Background: an optimization exercise with open tools, aiming at small area and a short achievable clock period. Do not read the settings as production practice. At most, simulation tests tie the RTL to the original design; equivalence was not proved. The RTL of run 2 was laid out without a check of its function.

==> flow/design.v, too long to show whole: its modules and the start of the top module <==
// module Sqrt2: 5518 lines
module Sqrt2 (In, Out, clk, reset);
  // ...
==> flow/flow/run.sh <==
#!/bin/bash
# Layout flow: the standard ORFS flow (standard.sh), with two changes:
#  1. after the standard synthesis, flow/invpush.py re-polarises full-adder
#     cells (FA(~a,~b,~c) = ~FA(a,b,c)) and swaps xor2/xnor2 cells so that
#     fewer inverters are needed, and orders each full adder's inputs by
#     estimated arrival (latest on CIN, its fastest pin); the function and
#     all registers (names,
#     count, cell types) are unchanged;
#  2. the resizer's setup repair aims for a setup-slack margin of 21.5 ns, so
#     that the design is sized for speed.
# The clock period and all constraints stay the design's own.
set -euo pipefail
R="$PWD/orfs/results/$FLOW_PLATFORM/Sqrt2/base"
bash standard.sh SETUP_SLACK_MARGIN=21.5 synth > synth.log 2>&1
cp "$R/1_2_yosys.v" 1_2_yosys_standard.v
python3 flow/invpush.py 1_2_yosys_standard.v "$R/1_2_yosys.v" > invpush.log 2>&1
rm -f "$R/1_synth.odb" "$R/1_synth.sdc"
bash standard.sh SETUP_SLACK_MARGIN=21.5 finish > standard.log 2>&1
==> flow/flow/invpush.py <==
#!/usr/bin/env python3
"""Post-synthesis netlist clean-up: re-polarise full adders to remove
inverters, and order full-adder inputs by estimated arrival.

FA(~a, ~b, ~c) = (~cout, ~sum), so a full-adder cell may be "flipped": fed
with the complements of its inputs, its outputs then carry the complements
of the original values; an xor2 cell may likewise become an xnor2 (and back)
to complement its output. The script chooses flips that minimise the number
of inverters needed (greedy passes, then simulated annealing with a fixed
seed), then rewires: every signal is taken from its root (the net at the
start of its inverter chain) and one inverter per root is kept for the loads
that need the complement. Finally each full adder's three (symmetric) inputs
are ordered by an estimated arrival time so that the latest one uses CIN,
the fastest pin. The function is unchanged; flip-flops are not touched.
usage: invpush.py in.v out.v
"""
import re, sys

src = open(sys.argv[1]).read()
cell_re = re.compile(r'^  (sky130_fd_sc_hd__\w+) (\S+)\s+\((.*?)\n  \);\n', re.S | re.M)
pin_re = re.compile(r'\.(\w+)\((.*?)\)(?:,|\s*$)', re.S | re.M)

cells = []
for m in cell_re.finditer(src):
    typ, name, body = m.group(1), m.group(2), m.group(3)
    pins = [(p, n.strip()) for p, n in pin_re.findall(body)]
    cells.append({'typ': typ, 'name': name, 'pins': pins, 'span': m.span()})

OUTPINS = {'X', 'Y', 'Q', 'SUM', 'COUT', 'HI', 'LO', 'Q_N'}
is_inv = lambda c: re.match(r'sky130_fd_sc_hd__(clk)?inv(lp)?_\d+$', c['typ']) is not None
is_fa = lambda c: re.match(r'sky130_fd_sc_hd__fa_\d+$', c['typ']) is not None

hdr = src[:cells[0]['span'][0]]
ports = set()
for m in re.finditer(r'^\s*output\s+(\[(\d+):(\d+)\]\s+)?(\S+);', hdr, re.M):
    if m.group(1):
        for i in range(int(m.group(3)), int(m.group(2)) + 1): ports.add(f"{m.group(4)}[{i}]")
    else: ports.add(m.group(4))
tail = src[cells[-1]['span'][1]:]
assigned = set(re.findall(r'assign\s+(.*?)\s*=\s*(.*?);', tail))
keep_nets = set(ports)
for l, r in assigned: keep_nets.add(l.strip()); keep_nets.add(r.strip())

drv = {}
for ci, c in enumerate(cells):
    for p, n in c['pins']:
        if p in OUTPINS and n: drv[n] = (ci, p)

# removable inverters: output not a kept net
rem_inv = set(ci for ci, c in enumerate(cells) if is_inv(c)
              and dict(c['pins'])['Y'] not in keep_nets)

def root(n):
    """follow removable inverters back: returns (root_net, parity)"""
    par = 0
    while n in drv and drv[n][0] in rem_inv:
        n = dict(cells[drv[n][0]]['pins'])['A']; par ^= 1
    return n, par

is_x = lambda c: re.match(r'sky130_fd_sc_hd__x(n)?or2_\d+$', c['typ']) is not None
fas = [ci for ci, c in enumerate(cells) if is_fa(c) or is_x(c)]
fa_index = {ci: k for k, ci in enumerate(fas)}
flip = [0] * len(fas)

# load pins (excluding removable inverters): (cell, pin, root, parity)
loads = []
for ci, c in enumerate(cells):
    if ci in rem_inv: continue
    for pi, (p, n) in enumerate(c['pins']):
        if p in OUTPINS or not n or n.startswith("1'"): continue
        r, par = root(n)
        loads.append((ci, pi, r, par))
# output port nets driven by removable inverter chains are kept (not in rem_inv)
by_root = {}
for li, (ci, pi, r, par) in enumerate(loads): by_root.setdefault(r, []).append(li)

def phi_drv(r):
    if r in drv and drv[r][0] in fa_index: return flip[fa_index[drv[r][0]]]
    return 0
def phi_load(ci):
    return flip[fa_index[ci]] if ci in fa_index and is_fa(cells[ci]) else 0
def need(r):
    pd = phi_drv(r)
    return any((loads[li][3] ^ phi_load(loads[li][0]) ^ pd) for li in by_root.get(r, []))
def cost(): return sum(1 for r in by_root if need(r))

# roots touched by each FA
touch = {}
for ci in fas:
    rs = set()
    for p, n in cells[ci]['pins']:
        if not n or n.startswith("1'"): continue
        if p in OUTPINS: rs.add(n)
        elif is_fa(cells[ci]): rs.add(root(n)[0])
    touch[ci] = rs

before = cost()
improved = True; it = 0
while improved and it < 50:
    improved = False; it += 1
    for ci in fas:
        rs = touch[ci]
        c0 = sum(need(r) for r in rs)
        flip[fa_index[ci]] ^= 1
        c1 = sum(need(r) for r in rs)
        if c1 < c0: improved = True
        else: flip[fa_index[ci]] ^= 1
# simulated annealing (deterministic seed), keep the best assignment
import random, math
rng = random.Random(1)
cur = cost(); best = cur; best_flip = list(flip)
T0 = 1.0; N = 300000
for k in range(N):
    T = T0 * (1 - k / N) + 0.02
    ci = fas[rng.randrange(len(fas))]
    rs = touch[ci]
    c0 = sum(need(r) for r in rs)
    flip[fa_index[ci]] ^= 1
    c1 = sum(need(r) for r in rs)
    d = c1 - c0
    if d <= 0 or rng.random() < math.exp(-d / T):
        cur += d
        if cur < best: best = cur; best_flip = list(flip)
    else:
        flip[fa_index[ci]] ^= 1
flip[:] = best_flip
after = cost()
print(f"inverters (roots needing complement): {before} -> {after}; flipped {sum(flip)} of {len(fas)} FAs; removable inverters {len(rem_inv)}", file=sys.stderr)

esc = lambda n: n + " " if n.startswith("\\") else n
# rewrite
newpins = {}
inv_needed = {}
for li, (ci, pi, r, par) in enumerate(loads):
    pol = par ^ phi_load(ci) ^ phi_drv(r)
    net = r
    if pol:
        if r not in inv_needed: inv_needed[r] = f"_invp{len(inv_needed)}_"
        net = inv_needed[r]
    newpins[(ci, pi)] = net

# timing-aware pin order for full adders: estimate arrival times (unit-ish
# delays, flip-flops and ports at 0) and give the latest input to CIN, the
# fastest pin, and the earliest to A
DLY = lambda t: 0.45 if '__fa_' in t else (0.3 if '__ha_' in t else 0.15)
ndrv = {}
for ci, c in enumerate(cells):
    if ci in rem_inv: continue
    for p, n in c['pins']:
        if p in OUTPINS and n: ndrv[n] = ci
for k, w in enumerate(inv_needed.values()): pass
arr = {}
import sys as _s
_s.setrecursionlimit(100000)
def arrival(n):
    if n in arr: return arr[n]
    arr[n] = 0.0
    ci = ndrv.get(n)
    if ci is None or 'df' in cells[ci]['typ']: return 0.0
    c = cells[ci]; t = 0.0
    for pi, (p, m) in enumerate(c['pins']):
        if p in OUTPINS or not m or m.startswith("1'"): continue
        mm = newpins.get((ci, pi), m)
        if mm in inv_needed.values():
            root_ = [r for r, w in inv_needed.items() if w == mm][0]
            t = max(t, arrival(root_) + 0.1)
        else:
            t = max(t, arrival(mm))
    arr[n] = t + DLY(c['typ'])
    return arr[n]
inv_root = {w: r for r, w in inv_needed.items()}
def arr_net(m):
    if m in inv_root: return arrival(inv_root[m]) + 0.1
    return arrival(m)
nperm = 0
for ci in fas:
    c = cells[ci]
    if not is_fa(c): continue
    idx = {p: pi for pi, (p, n) in enumerate(c['pins'])}
    ins = [newpins.get((ci, idx[p]), dict(c['pins'])[p]) for p in ('A', 'B', 'CIN')]
    srt = sorted(ins, key=arr_net)
    if srt != ins: nperm += 1
    for p, n in zip(('A', 'B', 'CIN'), srt): newpins[(ci, idx[p])] = n
print(f"full adders with permuted inputs: {nperm}", file=sys.stderr)

out = []; pos = 0
wires = []
for ci, c in enumerate(cells):
    s, e = c['span']
    out.append(src[pos:s]); pos = e
    if ci in rem_inv: continue
    pins = []
    xsw = ci in fa_index and is_x(c) and flip[fa_index[ci]]
    for pi, (p, n) in enumerate(c['pins']):
        if xsw and p in ('X', 'Y'): p = 'Y' if p == 'X' else 'X'
        pins.append(f"    .{p}({esc(newpins.get((ci, pi), n))})")
    typ = c['typ']
    if ci in fa_index and is_x(c) and flip[fa_index[ci]]:
        typ = typ.replace('xnor2', 'XOR2') if 'xnor2' in typ else typ.replace('xor2', 'xnor2')
        typ = typ.replace('XOR2', 'xor2')
    out.append(f"  {typ} {esc(c['name'])} (\n" + ",\n".join(pins) + "\n  );\n")
for k, (r, w) in enumerate(inv_needed.items()):
    out.append(f"  sky130_fd_sc_hd__inv_1 _invpc{k}_ (\n    .A({esc(r)}),\n    .Y({w})\n  );\n")
    wires.append(f"  wire {w};\n")
out.append(src[pos:])
txt = "".join(out)
# declare new wires after the module header's last wire declaration
i = txt.index(cells[0]['typ'] if False else "  sky130_fd_sc_hd__")
txt = txt[:i] + "".join(wires) + txt[i:]
open(sys.argv[2], "w").write(txt)
==> flow/standard.sh <==
#!/bin/bash
# synth_recipe.tcl (not shown) runs the flow's synth.tcl, then flattens the netlist and writes it again
# the make line also repeats each setting of config.mk as NAME=value (left out here)
make -C /OpenROAD-flow-scripts/flow DESIGN_CONFIG=/design/flow/config.mk WORK_HOME=/design/flow/orfs CLKGATE_MAP_FILE= SYNTH_SCRIPT=/design/flow/synth_recipe.tcl "${@:-finish}"
==> flow/config.mk <==
export PLATFORM = sky130hd
export DESIGN_NAME = Sqrt2
export DESIGN_NICKNAME = Sqrt2
export VERILOG_FILES = /design/flow/design.v
export SDC_FILE = /design/flow/constraint.sdc
export NUM_CORES = 4
export LEC_CHECK = 0
export ABC_AREA = 1
export CAP_MARGIN = 20
export CORE_MARGIN = 2
export CORE_UTILIZATION = 40
export PLACE_DENSITY = 0.7
export SLEW_MARGIN = 20
==> flow/constraint.sdc <==
create_clock -name core_clock -period 35.0 [get_ports {clk}]
set_input_delay 7.0000 -clock core_clock [delete_from_list [all_inputs] [get_ports {clk}]]
set_output_delay 7.0000 -clock core_clock [all_outputs]
set_load 0.01 [all_outputs]
==> impl_results.md, run 1 <==
- Status: no timing/DRC/antenna violations
- Max Freq: 0.0764 GHz
- Crit path largest cell delay: 0.69 ns
- Chip width: 270 µm
- Maximum number of pins on one net before global-route repair: 49
- Slew margin rel.: 37.9%
- Bufs w/o clock: 208
- Met3 usage: 5.12%
- CTS Sinks: 82
- GP Congestion: 0.937
- R2r endpoint: s1r[15]
- Multi-input gates: 2637
- Htree depth: 3
- Clock Pin Slew Worst Setup and Hold Paths: 0.06 ns
- Detail Route Antenna Nets: 0
- DRT Pass-1 Iters: 9
- Clock buf/inv share: 1.04%
- Yosys warnings: 1
- CLK BUF: 10
- Flop2flop setup slack: 22.05 ns
- Met3 WL: 11100 µm
- Wire length on met2: 40100 µm
- Top Registers: d1: 23 flops, d2: 23 flops, n4r: 19 flops
- Buffers plus inverters on the worst setup path: 2
- Most frequent cells in the layout: 469 x nand2_1, 440 x fa_1, 424 x o22ai_1, 380 x inv_1, 265 x xor2_1
- Grt total ovfl: 0
- Core ar.: 0.0699 mm²
- Vias in the first global route: 25035
- Slowest CP cell: dfxtp_1
- Hold slack: 0.462 ns
- Seq/total area: 5.28%
- Placed instance count: 4154
- Met1 Usage GRT: 31.0%
- Worst slack, placed: 20.22 ns
- Critical Path Stages: 15
- Skew-Pair Late Insertion Delay: 0.36 ns
==> run 2, diff against run 1 <==
--- a/flow/design.v
+++ b/flow/design.v
@@ -637,3 +637,3 @@
   wire sa_G4_16;
-  assign sa_G4_16 = sa_g16 | (sa_t16 & sa_G3_15);
+  assign sa_G4_16 = (sa_g16 | (sa_t16 & sa_g15)) | (sa_t16 & sa_t15 & sa_G3_14);
   wire sa_G4_17;
@@ -1951,3 +1951,3 @@
   wire sb_G4_16;
-  assign sb_G4_16 = sb_g16 | (sb_t16 & sb_G3_15);
+  assign sb_G4_16 = (sb_g16 | (sb_t16 & sb_g15)) | (sb_t16 & sb_t15 & sb_G3_14);
   wire sb_G4_17;
@@ -1983,3 +1983,3 @@
   wire sb_G5_32;
-  assign sb_G5_32 = sb_g32 | (sb_t32 & sb_G4_31);
+  assign sb_G5_32 = (sb_g32 | (sb_t32 & sb_g31)) | (sb_t32 & sb_t31 & sb_G4_30);
   wire sb_G5_33;
@@ -3227,3 +3227,3 @@
   wire sc_G4_16;
-  assign sc_G4_16 = sc_g16 | (sc_t16 & sc_G3_15);
+  assign sc_G4_16 = (sc_g16 | (sc_t16 & sc_g15)) | (sc_t16 & sc_t15 & sc_G3_14);
   wire sc_G4_17;
@@ -4389,3 +4389,3 @@
   wire sd_G4_16;
-  assign sd_G4_16 = sd_g16 | (sd_t16 & sd_G3_15);
+  assign sd_G4_16 = (sd_g16 | (sd_t16 & sd_g15)) | (sd_t16 & sd_t15 & sd_G3_14);
   wire sd_G4_17;
@@ -5483,3 +5483,3 @@
   wire se_G4_16;
-  assign se_G4_16 = se_g16 | (se_t16 & se_G3_15);
+  assign se_G4_16 = (se_g16 | (se_t16 & se_g15)) | (se_t16 & se_t15 & se_G3_14);
   wire se_G4_17;
--- a/flow/flow/run.sh
+++ b/flow/flow/run.sh
@@ -8,3 +8,3 @@
 #     count, cell types) are unchanged;
-#  2. the resizer's setup repair aims for a setup-slack margin of 21.5 ns, so
+#  2. the resizer's setup repair aims for a setup-slack margin of 21 ns, so
 #     that the design is sized for speed.
@@ -13,3 +13,3 @@
 R="$PWD/orfs/results/$FLOW_PLATFORM/Sqrt2/base"
-bash standard.sh SETUP_SLACK_MARGIN=21.5 synth > synth.log 2>&1
+bash standard.sh SETUP_SLACK_MARGIN=21 synth > synth.log 2>&1
 cp "$R/1_2_yosys.v" 1_2_yosys_standard.v
@@ -17,2 +17,2 @@
 rm -f "$R/1_synth.odb" "$R/1_synth.sdc"
-bash standard.sh SETUP_SLACK_MARGIN=21.5 finish > standard.log 2>&1
+bash standard.sh SETUP_SLACK_MARGIN=21 finish > standard.log 2>&1
--- a/flow/config.mk
+++ b/flow/config.mk
@@ -11,3 +11,2 @@
 export CORE_UTILIZATION = 40
-export PLACE_DENSITY = 0.7
 export SLEW_MARGIN = 20
==> run 2 against run 1 <==
Effect of this change: wire length grew 5.0%; clock skew fell by 0.0019 ns; sequential cell count stayed put; worst setup slack got worse by 0.42 ns; count of clock-buffer cells in the layout did not move; synthesized area shrank 0.71%; cell count increased by 3.2%; global-route usage grew 1.6 points.
==> impl_results.md, run 2 <==
- Status: no timing/DRC/antenna violations
- Buffers plus inverters on the worst setup path: 11 (+9)
- Placed instance count: 4214 (+1.4%)
- Setup Viol. Count Final: 0
- Chip width: 269 µm (-0.35%)
- CP endpoint kind: register
- Filler Cell Count: 6719
- Critical path class: register to register
- Area grow syn2layout: 17.7%
- Syn Nets: 4137
- Final period util: 38.6%
- Max-slew violations: 0
- Cell area after synthesis: 0.0280 mm²
- CTS tree: built
- Share of cells above drive strength 1: 15.6%
- Top sig layer: met4
- CTS Sinks: 82 (unchanged)
- Nets@finish: 4217
- Avg WL per Cell: 21.4 µm
- Via-to-Cell Ratio: 5.79
- CP required: 35.26 ns
- DRT met1 WL: 37700 µm
- Final instance area: 0.0330 mm²
- Maxcap violations: 0
- Crit-path max FO: 5
- GP Congestion: 0.907 (-3.2%)
- Skew-Pair Late Insertion Delay: 0.36 ns (about the same)
- Final cell count without fillers: 4446
- Die Height: 269 µm
- Commonest non-fill, non-tap cell in the layout: fa_1
- Hold Fails Final Rpt: 0
- Vias in the first global route: 24454 (-2.3%)
- Root buffer cell: clkbuf_16
- Slowest CP cell: fa_1
- Overall Global Routing Usage: 25.5%
- # diodes: 0
- PortBufs: 31
- First-pass GRT wire length: 143000 µm
- Detail Route Antenna Nets: 0 (unchanged)
- # hold bufs at CTS: 0
- I/O pin cnt: 32
- Top Registers: d1: 23 flops, d2: 23 flops, n4r: 19 flops
- Initial Utilization: 40.2%
- Detailed placement HPWL: 63800 µm
- Core ar.: 0.0697 mm² (-0.35%)
- Crit path largest cell delay: 0.57 ns (-0.12 ns)
- Clock Skew: 0.0116 ns
- Post-DP Area: 0.0290 mm²
- Max Freq: 0.0741 GHz (-3.1%)
- Initial antenna violation count: 0
- Vias post-DR: 25758
- Slew margin rel.: 41.8% (+3.9 points)
- Htree depth: 3 (unchanged)
- Yosys warnings: 1 (unchanged)
- Delay-heaviest family, CP: adder cells
- Initial DRC count: 2758
- DR DRC count: 0
- Setup TNS: 0 ns
- Final wirelength: 95300 µm
- Least-Margin Pin Slew: 0.869 ns
- Maximum number of pins on one net before global-route repair: 44 (-10%)
- CP startpoint kind: register
- RSZ-0062 raised after global routing: true
- Met3 WL: 9640 µm (-13%)
- Max Buffers Root-to-Sink: 2
- Grt total ovfl: 0 (unchanged)
- CP dominant cell by count: nand2_1
- Min cycle time layout: 13.50 ns
- DRT Pass-1 Iters: 6 (-3)
- DIE AREA: 0.0722 mm²
- Mean Syn Cell Area: 8.19 µm²
- Std cell rows: 97
- Wire length on met2: 43000 µm (+7.0%)
- Most frequent cells in the layout: 407 x fa_1, 405 x nand2_1, 399 x o22ai_1, 377 x inv_1, 259 x xor2_1
- Arrival time worst endpoint: 13.76 ns
- Clock Pin Slew Worst Setup and Hold Paths: 0.06 ns (about the same)
- Hold Crit Class: register to register
- Post-synthesis cell count: 3421
- CTS buffer count: 9
==> run 2: worst paths after layout <==
| kind | start | endpoint | slack [ns] | depth (start not counted) |
|---|---|---|---|---|
| max | n4r[7] | s1r[15] | 21.50 | 68 |
| max reg2reg | n4r[7] | s1r[15] | 21.50 | 68 |
| min | d1[22] | d2[22] | 0.46 | 0 |
| min reg2reg | d1[22] | d2[22] | 0.46 | 0 |
==> run 2: per-layer routing <==
metal | GRT usage (%) | vias up
met4 | 9.77 | 0
met5 | 0 | -
li1 | - | 11487
met1 | 34.4 | 12433
met2 | 41.0 | 1511
met3 | 3.95 | 327
==> run 2: area by class of cell <==
| class | count | area [µm²] | share of cell area [%] |
|---|---|---|---|
| flip-flops and latches | 82 | 1690 | 5.14 |
| repair inverters | 3 | 17.5 | 0.0531 |
| multi-input cells | 2689 | 25000 | 75.7 |
| clock inverters | 6 | 72.6 | 0.220 |
| clock buffers | 10 | 239 | 0.725 |
| inverters | 424 | 1730 | 5.25 |
| repair buffers | 292 | 3080 | 9.34 |
| well taps | 940 | 1180 | 3.57 |
==> run 2: repair_timing <==
item	4_1_cts	5_1_grt
gates cloned	5	18
buffers inserted	29	164
resized for setup	123	286
pin swaps	5	96
setup endpoints to repair	15	13
==> run 2: stage by stage <==
step	setup slack, ns	utilization [%]	hold slack [ns]
after floorplan	21.10	-	0.329
after global placement	19.42	41.7	0.524
after detailed placement	19.36	41.7	0.521
after CTS	21.01	43.3	0.455
after global routing	20.85	47.3	0.455
final	21.50	47.3	0.455

-- afterwards: timing with drivers on the ports --
In the flow no input, the clock included, has a driving cell. The finished layouts below were timed again as built, in two steps.
Step 1 (the two cells are an assumption about what drives the block):
set clk [get_ports {clk}]
set_driving_cell -lib_cell sky130_fd_sc_hd__clkbuf_16 $clk
set_driving_cell -lib_cell sky130_fd_sc_hd__buf_2 [delete_from_list [all_inputs] $clk]
Step 2, shift: input delay + t, output delay - t, t = (earliest + latest rising clock arrival at the registers) / 2. This alone moves slack from input paths to output paths.
Slacks: ideal ports / drivers / drivers and shift; pairs: ideal ports / drivers.
run	shift t [ns]	slack for setup (ns)	hold WS [ns]	worst setup path at the end	cell pins on the clock port's net
run 1	0.407	21.914 / 21.857 / 22.054	0.462 / 0.462 / 0.462	register to register	1
run 2	0.415	21.497 / 21.497 / 21.497	0.455 / 0.455 / 0.455	register to register	1
After both steps setup and hold are still met in every run listed.
